This is an optimization exercise on Yosys and OpenROAD, whose aim is small area, not a production implementation. In this exercise RTL edits were held to simulation tests only and were not proved equivalent to the original. No driver is modelled on the clock port, so clock power and skew are understated where the tree is cut down; a real chip needs a root buffer or a tree. Power figures rest on the tool's default switching activity, not on a simulated workload.

==> inputs of willow <==
Design cmd_server, start of the top module:
module cmd_server(
    input               SYS_CLK,
    input               SYS_RST,
    input               PULSE_2KHZ,
    input       [31:0]  OPB_DI,
    output      [31:0]  OPB_DO,
    output      [31:0]  OPB_ADDR,
    output              OPB_RE,
    output              OPB_WE,
    output              UART_TXD,
    input               UART_RXD
);
export LEC_CHECK = 0
export CAP_MARGIN = 20
export CORE_MARGIN = 2
export CORE_UTILIZATION = 60
export SLEW_MARGIN = 20
create_clock -name core_clock -period 10.0 [get_ports {SYS_CLK}]
standard.sh (not shown) runs the stock make flow with config.mk's settings and CLKGATE_MAP_FILE= SYNTH_SCRIPT=/design/flow/synth_recipe.tcl, a recipe that flattens the netlist after the stock synthesis.
==> flow/flow/run.sh <==
#!/bin/bash
# Own layout flow: the standard flow (standard.sh, unchanged synthesis), with
# - port buffers of the smallest buffer cell (buf_1) instead of the default pick;
# - a clock tree of clkbuf_4 buffers without dummy loads.
# Each tool's full output is in the ORFS logs under orfs/logs; make's own output in flow_make.log.
set -euo pipefail
bash standard.sh \
  "BUFFER_PORTS_ARGS=-buffer_cell sky130_fd_sc_hd__buf_1" \
  "CTS_ARGS=-sink_clustering_enable -repair_clock_nets -buf_list sky130_fd_sc_hd__clkbuf_8 -sink_clustering_size 40 -sink_clustering_max_diameter 150 -dont_use_dummy_load" \
  finish > flow_make.log 2>&1
==> maple: changes against willow <==
--- a/flow/design.v
+++ b/flow/design.v
@@ -31,66 +31,66 @@
         pulse_q <= PULSE_2KHZ;
     wire        tick = PULSE_2KHZ & ~pulse_q;
     reg  [3:0]  rx_ph;
     reg  [3:0]  rx_byte;
     reg         rx_sel;
     reg         typ;             
     reg         bad;
-    reg  [7:0]  tcnt;
-    wire        rx_idle  = (rx_ph == 4'd14);
+    reg  [7:0]  tcnt;            
+    wire        rx_idle  = rx_ph[3] & rx_ph[2] & ~rx_ph[0];     
     wire        rx_data  = ~rx_ph[3];
-    wire        win      = rx_sel ? (c_hi == 5'd0) : (c_hi == 5'd13);
+    wire        win      = (c_hi[3:0] == 4'd5) & (c_hi[4] ^ rx_sel);    
     wire        win_end  = win & lo_end;
-    wire        in_hdr   = (rx_byte == 4'd15);
-    wire        in_tail  = (rx_byte == 4'd8);
+    wire        in_hdr   = rx_byte[3] & rx_byte[0];        
+    wire        in_tail  = rx_byte[3] & ~rx_byte[1];       
     wire [7:0]  HDR      = 8'h5A;
     wire        mism     = (rx_ph[2:0] == 3'd0) ? (in_tail & (UART_RXD == typ))
                                                 : (UART_RXD ^ HDR[rx_ph[2:0]] ^ in_tail);
     wire        bad_now  = bad | ((in_hdr | in_tail) & mism);
     wire        byte_end = win_end & (rx_ph == 4'd7);
-    wire        tmo      = tcnt[7] & tcnt[6] & tcnt[3];     
+    wire        tmo      = (tcnt == 8'd11);     
     wire        fire     = byte_end & in_tail & ~bad_now;
     always @(posedge SYS_CLK or posedge SYS_RST) begin
         if (SYS_RST) begin
             rx_ph   <= 4'd14;
             rx_byte <= 4'd15;
         end else begin
             if (rx_idle) begin
                 if (!UART_RXD)
                     rx_ph <= 4'd15;
             end else if (win_end) begin
-                rx_ph <= (rx_ph == 4'd8) ? 4'd14 : rx_ph + 4'd1;
+                rx_ph <= (rx_ph[3] & ~rx_ph[2]) ? 4'd14 : rx_ph + 4'd1;    
             end
             if (tmo)
                 rx_byte <= 4'd15;
             else if (byte_end) begin
                 if (in_hdr)
                     rx_byte <= bad_now ? 4'd14 : 4'd0;
                 else if (in_tail)
                     rx_byte <= 4'd15;
-                else if (rx_byte != 4'd14)
+                else if (!rx_byte[3])
                     rx_byte <= rx_byte + 4'd1;
             end
         end
     end
     always @(posedge SYS_CLK) begin
         if (rx_idle && !UART_RXD)
-            rx_sel <= (c_hi >= 5'd7) && (c_hi <= 5'd20);
+            rx_sel <= c_hi[4];
         if (win_end) begin
-            if (rx_ph == 4'd15)
+            if (rx_ph[3] & rx_ph[0])         
                 bad <= 1'b0;
             else if (rx_data)
                 bad <= bad_now;
             if (in_hdr && rx_ph == 4'd0)
                 typ <= UART_RXD;
         end
         if (in_hdr)
             tcnt <= 8'd0;
         else if (tick)
-            tcnt <= tcnt + 8'd1;
+            tcnt <= {tcnt[6:0], ~(tcnt[7] ^ tcnt[5] ^ tcnt[4] ^ tcnt[3])};
     end
     assign OPB_WE = fire & ~typ;
     assign OPB_RE = fire & typ;
     reg         re_d;
     always @(posedge SYS_CLK)
         re_d <= OPB_RE;
     reg  [3:0]  tx_byte;
@@ -119,50 +119,49 @@
         ra <= {ra[30:0], (wr & ~rx_byte[2]) ? UART_RXD : ra[31]};
         rd <= {rd[30:0], (wr & rx_byte[2]) ? (UART_RXD & ~typ) : rd[31]} | (di_ring & {32{re_d}});
     end
     reg  [8:0]  pcnt;
     reg         ping_mode;
     reg         ping_pend;
     reg         ans_pend;
-    wire        ping_due = tick & ping_mode & (pcnt[7:0] == 8'd249);
+    wire        ptrig    = (pcnt == 9'd33);
+    wire        ping_due = tick & ping_mode & ptrig;
     always @(posedge SYS_CLK or posedge SYS_RST) begin
         if (SYS_RST) begin
-            pcnt      <= 9'd0;
+            pcnt      <= 9'd358;
             ping_mode <= 1'b1;
         end else begin
             if (tick)
-                pcnt <= (pcnt == 9'd499) ? 9'd0 : pcnt + 9'd1;
+                pcnt <= ptrig ? 9'd0 : {pcnt[7:0], ~(pcnt[8] ^ pcnt[4])};
             if (fire)
                 ping_mode <= 1'b0;
         end
     end
-    reg         src_ping;
     reg         txd;
     reg         pf;
-    wire        tx_idle = (tx_byte == 4'd9);
+    wire        tx_idle = tx_byte[3] & ~tx_byte[2] & tx_byte[0];    
     wire [2:0]  k       = tx_ph[2:0];
-    wire        eff_typ = typ & ~src_ping;
+    wire        eff_typ = typ & ~ping_pend;
     wire [7:0]  TAIL    = 8'hA5;
     reg  [7:0]  ping_b;
     always @(*) begin
         case (tx_byte[2:0])
             3'd0:    ping_b = 8'hAA;
             3'd1:    ping_b = 8'hBB;
             3'd2:    ping_b = 8'hCC;
             3'd3:    ping_b = 8'hDD;
             3'd4:    ping_b = 8'h11;
             3'd5:    ping_b = 8'h22;
             3'd6:    ping_b = 8'h33;
             default: ping_b = 8'h44;
         endcase
     end
-    wire        dbit = (tx_byte == 4'd15) ? (HDR[k] | ((k == 3'd0) & eff_typ)) :
-                       (tx_byte == 4'd8)  ? (TAIL[k] & ~((k == 3'd0) & eff_typ)) :
-                       src_ping           ? ping_b[k] : pf;
-    wire        nbit = (tx_ph == 4'd15) ? 1'b0 : tx_ph[3] ? 1'b1 : dbit;
+    wire        hbit = (k == 3'd0) ? eff_typ : (k[0] ^ k[2]);
+    wire        dbit = tx_byte[3] ? (hbit ^ ~tx_byte[0]) : ping_pend ? ping_b[k] : pf;
+    wire        nbit = tx_ph[3] ? ~tx_ph[0] : dbit;      
     always @(posedge SYS_CLK)
         if (jm)
             pf <= tx_byte[2] ? rd[31] : ra[31];
     always @(posedge SYS_CLK or posedge SYS_RST) begin
         if (SYS_RST) begin
             tx_byte   <= 4'd9;
             tx_ph     <= 4'd15;
@@ -174,29 +173,26 @@
                 ping_pend <= 1'b1;
             if (fire)
                 ans_pend <= 1'b1;
             if (bit_end) begin
                 if (tx_idle) begin
                     if (ping_pend || ans_pend) begin
                         tx_byte <= 4'd15;
-                        if (ping_pend)
-                            ping_pend <= 1'b0;
-                        else
+                        if (!ping_pend)
                             ans_pend <= 1'b0;
                     end
                 end else begin
                     txd <= nbit;
-                    if (tx_ph == 4'd8) begin
+                    if (tx_ph[3] & ~tx_ph[0]) begin
                         tx_ph   <= 4'd15;
-                        tx_byte <= (tx_byte == 4'd8) ? 4'd9 : tx_byte + 4'd1;
+                        tx_byte <= tx_byte + 4'd1;      
+                        if (tx_byte[3] & ~tx_byte[0])
+                            ping_pend <= 1'b0;
                     end else begin
                         tx_ph <= tx_ph + 4'd1;
                     end
                 end
             end
         end
     end
-    always @(posedge SYS_CLK)
-        if (bit_end && tx_idle && (ping_pend || ans_pend))
-            src_ping <= ping_pend;
     assign UART_TXD = txd;
 endmodule
==> flow/flow/run.sh (replaced) <==
#!/bin/bash
# Own layout flow: the standard flow (standard.sh) with
# - synthesis: synth_recipe.tcl unchanged, but its abc technology mapping runs the area-oriented
#   script flow/area.abc (abc_wrap.tcl), and adders are left to abc instead of being mapped to
#   half/full adder cells first (ADDER_MAP_FILE empty); registers are mapped before abc and
#   are the same as the standard synthesis's;
# - port buffers of the smallest buffer cell (buf_1) instead of the default pick;
# - a clock tree of clkbuf_4 buffers without dummy loads.
# Each tool's full output is in the ORFS logs under orfs/logs; make's own output in flow_make.log.
set -euo pipefail
cat flow/abc_wrap.tcl synth_recipe.tcl > area_synth.tcl
export AREA_ABC_SCRIPT="$PWD/flow/area.abc"
bash standard.sh \
  "SYNTH_SCRIPT=$PWD/area_synth.tcl" \
  "ADDER_MAP_FILE=" \
  "BUFFER_PORTS_ARGS=-buffer_cell sky130_fd_sc_hd__buf_1" \
  "CTS_ARGS=-sink_clustering_enable -repair_clock_nets -buf_list sky130_fd_sc_hd__clkbuf_4 -dont_use_dummy_load" \
  finish > flow_make.log 2>&1
==> flow/flow/abc_wrap.tcl (new file) <==
# Put before synth_recipe.tcl: the synthesis's technology mapping (abc) uses the area-oriented
# script flow/area.abc instead of ORFS's delay-oriented one. Everything else is the standard
# synthesis: the registers are mapped (dfflibmap) before abc, so they are the same.
proc abc {args} {
  set i [lsearch -exact $args -script]
  if { $i >= 0 } { lset args [expr { $i + 1 }] $::env(AREA_ABC_SCRIPT) }
  yosys abc {*}$args
}
==> flow/flow/area.abc (new file) <==
&get -n
&st
&deepsyn -T 30
&put
dch -f
amap
topo
==> flow/config.mk (replaced) <==
export PLATFORM = sky130hd
export DESIGN_NAME = cmd_server
export DESIGN_NICKNAME = cmd_server
export VERILOG_FILES = /design/flow/design.v
export SDC_FILE = /design/flow/constraint.sdc
export NUM_CORES = 4
export LEC_CHECK = 0
export CAP_MARGIN = 20
export CORE_MARGIN = 2
export CORE_UTILIZATION = 70
export SLEW_MARGIN = 20
==> run summary <==
willow finished clean. maple finished with timing, DRC and antenna clean. Against maple, the worst setup slack of willow is higher by 0.25 ns. Clock power: maple is lower than willow (28%). Of willow and maple, willow has the higher synthesized cell count (gap about 25%, measured against maple). Of maple and willow, maple has the higher utilization (gap 13 points). Between maple and willow, the lower critical path depth is in willow (gap 9). Between maple and willow, the lower global-route usage is in willow (gap 6.8 points).

---

==> inputs of run a <==
Another version of the RTL of cmd_server (not shown whole).
export LEC_CHECK = 0
export CAP_MARGIN = 20
export CORE_MARGIN = 2
export CORE_UTILIZATION = 70
export SLEW_MARGIN = 20
create_clock -name core_clock -period 10.0 [get_ports {SYS_CLK}]
==> flow/flow/run.sh <==
#!/bin/bash
# Own layout flow: the standard flow (standard.sh) with
# - synthesis: synth_recipe.tcl unchanged, but its abc technology mapping runs the area-oriented
#   script flow/area.abc (abc_wrap.tcl), and adders are left to abc instead of being mapped to
#   half/full adder cells first (ADDER_MAP_FILE empty); registers are mapped before abc and
#   are the same as the standard synthesis's;
# - port buffers of the smallest buffer cell (buf_1) instead of the default pick;
# - a flat clock tree: after clock_tree_synthesis, flow/rebuild_cts.tcl (the POST_CTS_TCL hook)
#   replaces its tree by 4 clkbuf_16 buffers fed by the clock port, each driving one cluster of
#   registers.
# Each tool's full output is in the ORFS logs under orfs/logs; make's own output in flow_make.log.
set -euo pipefail
cat flow/abc_wrap.tcl synth_recipe.tcl > area_synth.tcl
export AREA_ABC_SCRIPT="$PWD/flow/area.abc"
export POST_CTS_TCL="$PWD/flow/rebuild_cts.tcl"
export CTS_LEAVES=4
export CTS_LEAF_CELL=sky130_fd_sc_hd__clkbuf_16
bash standard.sh \
  "SYNTH_SCRIPT=$PWD/area_synth.tcl" \
  "ADDER_MAP_FILE=" \
  "BUFFER_PORTS_ARGS=-buffer_cell sky130_fd_sc_hd__buf_1" \
  "CTS_ARGS=-sink_clustering_enable -repair_clock_nets -buf_list sky130_fd_sc_hd__clkbuf_4 -dont_use_dummy_load" \
  finish > flow_make.log 2>&1
==> flow/flow/area.abc <==
&get -n
&st
&deepsyn -T 90
&put
dch -f
amap -F 2
topo
==> flow/flow/rebuild_cts.tcl <==
set cts_leaves 4
if { [info exists ::env(CTS_LEAVES)] } { set cts_leaves $::env(CTS_LEAVES) }
set cts_leaf_cell sky130_fd_sc_hd__clkbuf_8
if { [info exists ::env(CTS_LEAF_CELL)] } { set cts_leaf_cell $::env(CTS_LEAF_CELL) }

set cts_root_cell ""
if { [info exists ::env(CTS_ROOT_CELL)] } { set cts_root_cell $::env(CTS_ROOT_CELL) }
set block [ord::get_db_block]
set db [ord::get_db]
set clk_port_net [$block findNet SYS_CLK]

if { $cts_root_cell eq "" && $cts_leaves > 4 } { error "rebuild_cts: the clock port may drive at most 4 cells" }
# every clock-tree buffer reachable from the clock port
set tree_insts {}
set sinks {}
set frontier [list $clk_port_net]
while { [llength $frontier] > 0 } {
  set net [lindex $frontier 0]
  set frontier [lrange $frontier 1 end]
  foreach it [$net getITerms] {
    if { [$it isOutputSignal] } { continue }
    set inst [$it getInst]
    set mname [[$inst getMaster] getName]
    if { [string match "sky130_fd_sc_hd__clkinv*" $mname] || [string match "sky130_fd_sc_hd__inv*" $mname] } {
      error "rebuild_cts: an inverter ([$inst getName]) in the clock tree"
    }
    if { [string match "sky130_fd_sc_hd__clkbuf_*" $mname] || [string match "sky130_fd_sc_hd__buf_*" $mname] } {
      lappend tree_insts $inst
      foreach o [$inst getITerms] {
        if { [$o isOutputSignal] && [$o getNet] ne "NULL" } { lappend frontier [$o getNet] }
      }
    } else {
      lappend sinks $it
    }
  }
}
puts "rebuild_cts: [llength $tree_insts] tree cells, [llength $sinks] sinks"

# detach sinks, remove the old tree
foreach it $sinks { $it disconnect }
foreach inst $tree_insts {
  foreach o [$inst getITerms] {
    set n [$o getNet]
    if { [$o isOutputSignal] && $n ne "NULL" } {
      $o disconnect
      odb::dbNet_destroy $n
    } elseif { $n ne "NULL" } {
      $o disconnect
    }
  }
  odb::dbInst_destroy $inst
}

# sink locations
set pts {}
foreach it $sinks {
  set bb [[$it getInst] getBBox]
  lappend pts [list [expr {([$bb xMin] + [$bb xMax]) / 2}] [expr {([$bb yMin] + [$bb yMax]) / 2}]]
}
set n [llength $pts]

# k-means, seeded with sinks spread along x then y
set cents {}
set sorted [lsort -integer -index 0 $pts]
for { set k 0 } { $k < $cts_leaves } { incr k } {
  lappend cents [lindex $sorted [expr { ($n * (2 * $k + 1)) / (2 * $cts_leaves) }]]
}
set assign [lrepeat $n 0]
for { set iter 0 } { $iter < 50 } { incr iter } {
  set newassign {}
  foreach p $pts {
    set best 0
    set bestd -1
    for { set k 0 } { $k < $cts_leaves } { incr k } {
      set c [lindex $cents $k]
      set dx [expr { [lindex $p 0] - [lindex $c 0] }]
      set dy [expr { [lindex $p 1] - [lindex $c 1] }]
      set d [expr { $dx * $dx + $dy * $dy }]
      if { $bestd < 0 || $d < $bestd } { set bestd $d; set best $k }
    }
    lappend newassign $best
  }
  set assign $newassign
  set newcents {}
  for { set k 0 } { $k < $cts_leaves } { incr k } {
    set sx 0; set sy 0; set cnt 0
    foreach p $pts a $assign {
      if { $a == $k } { incr sx [lindex $p 0]; incr sy [lindex $p 1]; incr cnt }
    }
    if { $cnt > 0 } {
      lappend newcents [list [expr { $sx / $cnt }] [expr { $sy / $cnt }]]
    } else {
      lappend newcents [lindex $cents $k]
    }
  }
  set cents $newcents
}

set leaf_src_net $clk_port_net
if { $cts_root_cell ne "" } {
  set rinst [odb::dbInst_create $block [$db findMaster $cts_root_cell] "clkbuf_root"]
  set leaf_src_net [odb::dbNet_create $block "clknet_root"]
  $leaf_src_net setSigType CLOCK
  [$rinst findITerm A] connect $clk_port_net
  [$rinst findITerm X] connect $leaf_src_net
  set sx 0; set sy 0
  foreach c $cents { incr sx [lindex $c 0]; incr sy [lindex $c 1] }
  $rinst setLocation [expr { $sx / $cts_leaves }] [expr { $sy / $cts_leaves }]
  $rinst setPlacementStatus PLACED
}
set master [$db findMaster $cts_leaf_cell]
for { set k 0 } { $k < $cts_leaves } { incr k } {
  set inst [odb::dbInst_create $block $master "clkbuf_leaf_$k"]
  set net [odb::dbNet_create $block "clknet_leaf_$k"]
  $net setSigType CLOCK
  [$inst findITerm A] connect $leaf_src_net
  [$inst findITerm X] connect $net
  set c [lindex $cents $k]
  $inst setLocation [lindex $c 0] [lindex $c 1]
  $inst setPlacementStatus PLACED
  set cnt 0
  foreach it $sinks a $assign {
    if { $a == $k } { $it connect $net; incr cnt }
  }
  puts "rebuild_cts: leaf $k at $c drives $cnt sinks"
}

detailed_placement
check_placement -verbose
estimate_parasitics -placement
report_clock_skew
report_worst_slack -min
report_worst_slack -max
set worst_clk_slew 0
foreach pin [get_pins -hierarchical */CLK] {
  set s [expr { max([get_property $pin slew_max_rise], [get_property $pin slew_max_fall]) }]
  if { $s > $worst_clk_slew } { set worst_clk_slew $s }
}
puts "rebuild_cts: worst register clock pin slew (placement estimate) $worst_clk_slew"
Other scripts of this flow, unchanged in this note and not shown: flow/flow/abc_wrap.tcl
==> run b: changes against run a <==
--- a/flow/flow/run.sh
+++ b/flow/flow/run.sh
@@ -5,16 +5,11 @@
 #   half/full adder cells first (ADDER_MAP_FILE empty); registers are mapped before abc and
 #   are the same as the standard synthesis's;
 # - port buffers of the smallest buffer cell (buf_1) instead of the default pick;
-# - a flat clock tree: after clock_tree_synthesis, flow/rebuild_cts.tcl (the POST_CTS_TCL hook)
-#   replaces its tree by 4 clkbuf_16 buffers fed by the clock port, each driving one cluster of
-#   registers.
+# - a clock tree of clkbuf_4 buffers without dummy loads.
 # Each tool's full output is in the ORFS logs under orfs/logs; make's own output in flow_make.log.
 set -euo pipefail
 cat flow/abc_wrap.tcl synth_recipe.tcl > area_synth.tcl
 export AREA_ABC_SCRIPT="$PWD/flow/area.abc"
-export POST_CTS_TCL="$PWD/flow/rebuild_cts.tcl"
-export CTS_LEAVES=4
-export CTS_LEAF_CELL=sky130_fd_sc_hd__clkbuf_16
 bash standard.sh \
   "SYNTH_SCRIPT=$PWD/area_synth.tcl" \
   "ADDER_MAP_FILE=" \
==> flow/flow/area.abc (replaced) <==
&get -n
&st
&deepsyn -T 30
&put
dch -f
amap -F 2
topo
removed: flow/flow/rebuild_cts.tcl
==> run summary <==
| item | run a | run b |
|---|---|---|
| Result of the run | timing/DRC/antenna clean | timing/DRC/antenna clean |
| Routing usage on met3 | 3.64% | 9.66% |
| Post-DR wirelength/cell | 14.8 um | 14.8 um |
| Proportion of cell area occupied by registers | 56.5% | 56.1% |
| DRT Wirelength | 8.35 mm | 8.53 mm |
| Leakage dissipation | 1.98 nW | 2.01 nW |
| Violation count after the first detailed-routing iteration | 253 | 195 |
| Post-detailed-route via-to-cell ratio | 5.56 | 5.50 |
| Hold slack final | 0.358 ns | 0.332 ns |
| Multi-input logic portion of the cell area | 25.6% | 25.5% |
| Hold_sp | ra[27]$_DFF_P_ | ra[5]$_DFF_P_ |
| DRT met1 WL | 3.41 mm | 3.41 mm |
| Worst slew pin tran | 0.817 ns | 0.812 ns |
| Switching power as a share of total power | 22.9% | 25.5% |
| Filler Cell Count | 325 | 328 |
| Share of cells above drive strength 1 | 1.62% | 4.15% |
| Final-stage net count | 531 | 544 |
| Internal power component | 589 uW | 593 uW |
| Switch Pwr | 175 uW | 203 uW |
| Area delta synth->final | 15.0% | 15.7% |
| Met3 wire length | 556 um | 643 um |
The clock cells of run a come from the design's own scripts or RTL, not from TritonCTS.

==> port drivers added, routing unchanged <==
The results above use ideal ports. As a check the final layouts listed here were re-extracted and re-timed, cells and wires unchanged. Step 1 sets driving cells, clkbuf_16 on the clock port and buf_2 on the other inputs (assumed; they add their load-dependent delay and slew). Step 2 times the ports against the registers' clock, not the clock port: input delays grow and output delays shrink by t, the midpoint of the rising clock arrivals with the driver on. Slacks: ideal / step 1 / step 2; pairs: ideal / step 1.
| run | t (ns) | setup WS [ns] | pins driven straight from the clock port |
|---|---|---|---|
| willow | 0.432 | 4.400 / 4.364 / 4.364 | 1 |
| maple | 0.516 | 4.147 / 4.117 / 4.388 | 1 |
| run a | 0.242 | 4.665 / 4.588 / 4.830 | 4 |
| run b | 0.506 | 4.357 / 4.329 / 4.835 | 1 |
After both steps setup and hold are still met in every run listed. The setup slack of willow, which loses most, moves by -0.036 ns with the drivers and by -0.036 ns with both steps.
